From an optimization exercise on the open Yosys and OpenROAD flow, aimed at small area, a short achievable clock period and few clock cycles; shortcuts taken in it are not production practice.
The RTL was checked by simulation tests, not by an equivalence proof against the original design.
Power and IR drop assume default switching activity.

## alpha
// div
module div (
    input wire clk,
    input wire rst_n,
    input wire [32-1:0] dividend_i,
    input wire [32-1:0] divisor_i,
    input wire                       start_i,
    input wire                       ctrl_ready_i,
    input wire [                3:0] op_i,
    output wire [32-1:0] result_o,
    output reg                        busy_o,
    output reg                        valid_o
);
    localparam [1:0] S_IDLE = 2'd0, S_PREP = 2'd1, S_ITER = 2'd2, S_FIN = 2'd3;
    reg  [1:0] state;
    reg [31:0] r;       
    reg [31:0] x;       
    reg [31:0] q;       
    reg  [4:0] cnt;
    reg  [4:0] pa, pb;  
    reg        sa, sb;  
    reg        is_rem;   
    reg        cin;      
    function automatic [4:0] msb32(input [31:0] v);
        reg [7:0] nz;
        reg [1:0] p [0:7];
        reg [2:0] g;
        integer i;
        begin
            for (i = 0; i < 8; i = i + 1) begin
                nz[i]   = |v[4*i+:4];
                p[i][1] = v[4*i+3] | v[4*i+2];
                p[i][0] = v[4*i+3] | (~v[4*i+2] & v[4*i+1]);
            end
            g[2] = |nz[7:4];
            g[1] = g[2] ? (nz[7] | nz[6]) : (nz[3] | nz[2]);
            g[0] = g[2] ? (nz[7] | (~nz[6] & nz[5])) : (nz[3] | (~nz[2] & nz[1]));
            msb32 = {g, p[g]};
        end
    endfunction
    wire        sgn_i = op_i[0] | op_i[2];
    wire        sa_i  = sgn_i & dividend_i[31];
    wire        sb_i  = sgn_i & divisor_i[31];
    wire [31:0] a_m   = dividend_i ^ {32{sa_i}};    
    wire [31:0] b_m   = divisor_i ^ {32{sb_i}};     
    wire [32:0] sum;
    wire        cout = sum[32];
    add32 u_add (.a(r), .b(x), .ci(cin), .s(sum));
    wire        prep = (state == S_PREP);
    wire [31:0] inc_in = prep ? r : (is_rem ? (r ^ {32{sa}}) : ~q);
  ...
Size: roughly 2100 cells after synthesis, about 120 flip-flops, ~110 I/O pins.
==> flow/config.mk <==
export PLATFORM = sky130hd
export DESIGN_NAME = div
export DESIGN_NICKNAME = div
export VERILOG_FILES = /design/flow/design.v
export SDC_FILE = /design/flow/constraint.sdc
export NUM_CORES = 4
export LEC_CHECK = 0
export ABC_AREA = 1
export CAP_MARGIN = 20
export CORE_MARGIN = 2
export CORE_UTILIZATION = 50
export PLACE_DENSITY = 0.65
export SETUP_SLACK_MARGIN = 4.75
export SLEW_MARGIN = 20
export TNS_END_PERCENT = 0
==> flow/constraint.sdc <==
create_clock -name core_clock -period 8.0 [get_ports {clk}]
set_input_delay 1.6000 -clock core_clock [delete_from_list [all_inputs] [get_ports {clk}]]
set_output_delay 1.6000 -clock core_clock [all_outputs]
set_load 0.01 [all_outputs]
standard.sh (not shown) runs the stock make flow with config.mk's settings and CLKGATE_MAP_FILE= SYNTH_SCRIPT=/design/flow/synth_recipe.tcl, a recipe that flattens the netlist after the stock synthesis.
==> flow/flow/run.sh <==
#!/bin/bash
# The standard layout (the standard.sh, standard synthesis included),
# with the port buffers that ORFS inserts before global placement made
# from sky130_fd_sc_hd__buf_1 instead of the library's pick.
set -euo pipefail
export BUFFER_PORTS_ARGS="-buffer_cell sky130_fd_sc_hd__buf_1"
bash standard.sh > standard.log 2>&1
alpha reached the final stage; the timing, DRC and antenna checks on its layout passed.
Testbench counts of alpha, summed over its fixed seeds: cycles 63,187.
Edits applied to the flow inputs when going from alpha to beta:
-- flow/config.mk --
<<< alpha, line 10
export CORE_MARGIN = 2
export CORE_UTILIZATION = 50
export PLACE_DENSITY = 0.65
export SETUP_SLACK_MARGIN = 4.75
export SLEW_MARGIN = 20
export TNS_END_PERCENT = 0
>>> beta, line 10
export CORE_MARGIN = 2
export CORE_UTILIZATION = 50
export CTS_BUF_LIST = sky130_fd_sc_hd__clkbuf_8
export PLACE_DENSITY = 0.55
export SETUP_SLACK_MARGIN = 4.75
export SLEW_MARGIN = 20
[summary]
beta reached the final stage; the timing, DRC and antenna checks on its layout passed. Comparing beta and alpha, the higher final core area utilization is on alpha. beta vs alpha, proportion of power drawn by the clock network went down by 1.8 points. Number of logic stages on the critical path including buffering (beta over alpha): increase, 1. met1 track demand over resource was higher in the run labelled beta. | estimated wirelength of the detail-placed design | beta vs alpha | 640 µm higher |. Final design area excluding fillers sits lower in beta than in alpha. Delta (beta minus alpha): first-iteration DRC count lost 4.9%, least setup slack across all paths after layout picked up an extra 80 ps, synthesis-to-finish area growth lost 1.2 points, post-detailed-placement cell area neither gained nor lost much. Max post-route clock period utilization across beta and alpha: alpha.
Changes in gamma relative to beta:
==> flow/flow/run.sh <==
#!/bin/bash
set -euo pipefail
export BUFFER_PORTS_ARGS="-buffer_cell sky130_fd_sc_hd__buf_1"
export RECOVER_POWER=50
bash standard.sh > standard.log 2>&1
Results
The flow completed for gamma, but it is not clean: the layout still shows max-capacitance violations, max-slew violations. gamma reports its launch point of the critical path as state[1] while beta reports pb[2]. In terms of total detailed-routing wirelength, gamma and beta differ only marginally. Reported for gamma and beta, synthesized-area fraction occupied by adder cells turned out identical to the last digit. Between gamma and beta, it is gamma whose sequential share of layout area is higher, by 0.22 points.
The inputs of delta differ from those of gamma as listed below.
==> flow/flow/run.sh <==
#!/bin/bash
# The standard layout (the standard.sh, standard synthesis included),
# with the port buffers that ORFS inserts before global placement made
# from sky130_fd_sc_hd__buf_1 instead of the library's pick.
set -euo pipefail
export BUFFER_PORTS_ARGS="-buffer_cell sky130_fd_sc_hd__buf_1"
bash standard.sh > standard.log 2>&1
-- flow/config.mk --
<<< gamma, line 10
export CORE_MARGIN = 2
export CORE_UTILIZATION = 50
export CTS_BUF_LIST = sky130_fd_sc_hd__clkbuf_8
export PLACE_DENSITY = 0.55
export SETUP_SLACK_MARGIN = 4.75
export SLEW_MARGIN = 20
>>> delta, line 10
export CORE_MARGIN = 2
export CORE_UTILIZATION = 50
export CTS_CLUSTER_DIAMETER = 60
export CTS_CLUSTER_SIZE = 30
export PLACE_DENSITY = 0.65
export SETUP_SLACK_MARGIN = 4.75
export SLEW_MARGIN = 20
==> comparison <==
Looking at the reports, delta completed the entire flow and the layout it produced met the timing, DRC and antenna checks. Type of the setup path with the least slack: reg2reg -> gamma, in2reg -> delta. In delta, the wire length of the first global-routing pass came out 1.8% below the value in gamma. Of the two values seen for source of the critical timing path, dividend_i[31] was produced by delta and state[1] by gamma. delta vs. gamma: final worst clock skew went down by 5.5 ps. Number of antenna violations at the first check in global routing delta (delta -> gamma): insignificant. Of the two candidates, gamma has the worse HPWL reported at the end of detailed placement and delta the better one. delta ends up with higher max-slew headroom at the worst pin than gamma does. Multi-input combinational area share down 0.97 points in delta wrt gamma. Comparing global-route met3 utilization for delta and gamma, the bigger number came from delta. Against gamma as the reference, delta delivers a higher design area. Final cell count without fillers delta (delta -> gamma): insignificant.
Changes in epsilon relative to delta:
-- flow/config.mk --
<<< delta, line 10
export CORE_MARGIN = 2
export CORE_UTILIZATION = 50
export CTS_CLUSTER_DIAMETER = 60
export CTS_CLUSTER_SIZE = 30
export PLACE_DENSITY = 0.65
export SETUP_SLACK_MARGIN = 4.75
>>> epsilon, line 10
export CORE_MARGIN = 2
export CORE_UTILIZATION = 50
export CTS_BUF_LIST = sky130_fd_sc_hd__clkbuf_8
export PLACE_DENSITY = 0.65
export SETUP_SLACK_MARGIN = 4.75
### Flow results
- Compared to delta, epsilon shows a wider setup margin.
- epsilon against delta: clock period minus final worst setup slack moved down; detailed-route via count went down; total of buffers placed on input and output ports roughly the same.

[separate check: timing with driven ports]
The results above use ideal ports. As a check the final layouts listed here were re-extracted and re-timed, cells and wires unchanged.
Step 1 assumes that a clkbuf_16 drives the clock port and a buf_2 every other input.
Step 2 also shifts input and output timing later by t, the mid clock arrival at the registers, as if the neighbouring blocks saw the same clock.
Three values: no drivers, after step 1, after step 2; two values: the first two.
| run | t (ns) | slack for setup (ns) | worst register clock-pin slew, ns |
|---|---|---|---|
| alpha | 0.478 | 4.781 / 4.781 / 4.350 | 0.07 / 0.07 |
| beta | 0.507 | 4.861 / 4.861 / 4.438 | 0.09 / 0.09 |
| gamma | 0.502 | 2.598 / 2.598 / 2.598 | 0.09 / 0.09 |
| delta | 0.479 | 4.813 / 4.835 / 4.365 | 0.07 / 0.07 |
| epsilon | 0.510 | 4.823 / 4.823 / 4.427 | 0.09 / 0.09 |
The setup slack of delta, which loses most, moves by +0.022 ns with the drivers and by -0.448 ns with both steps.
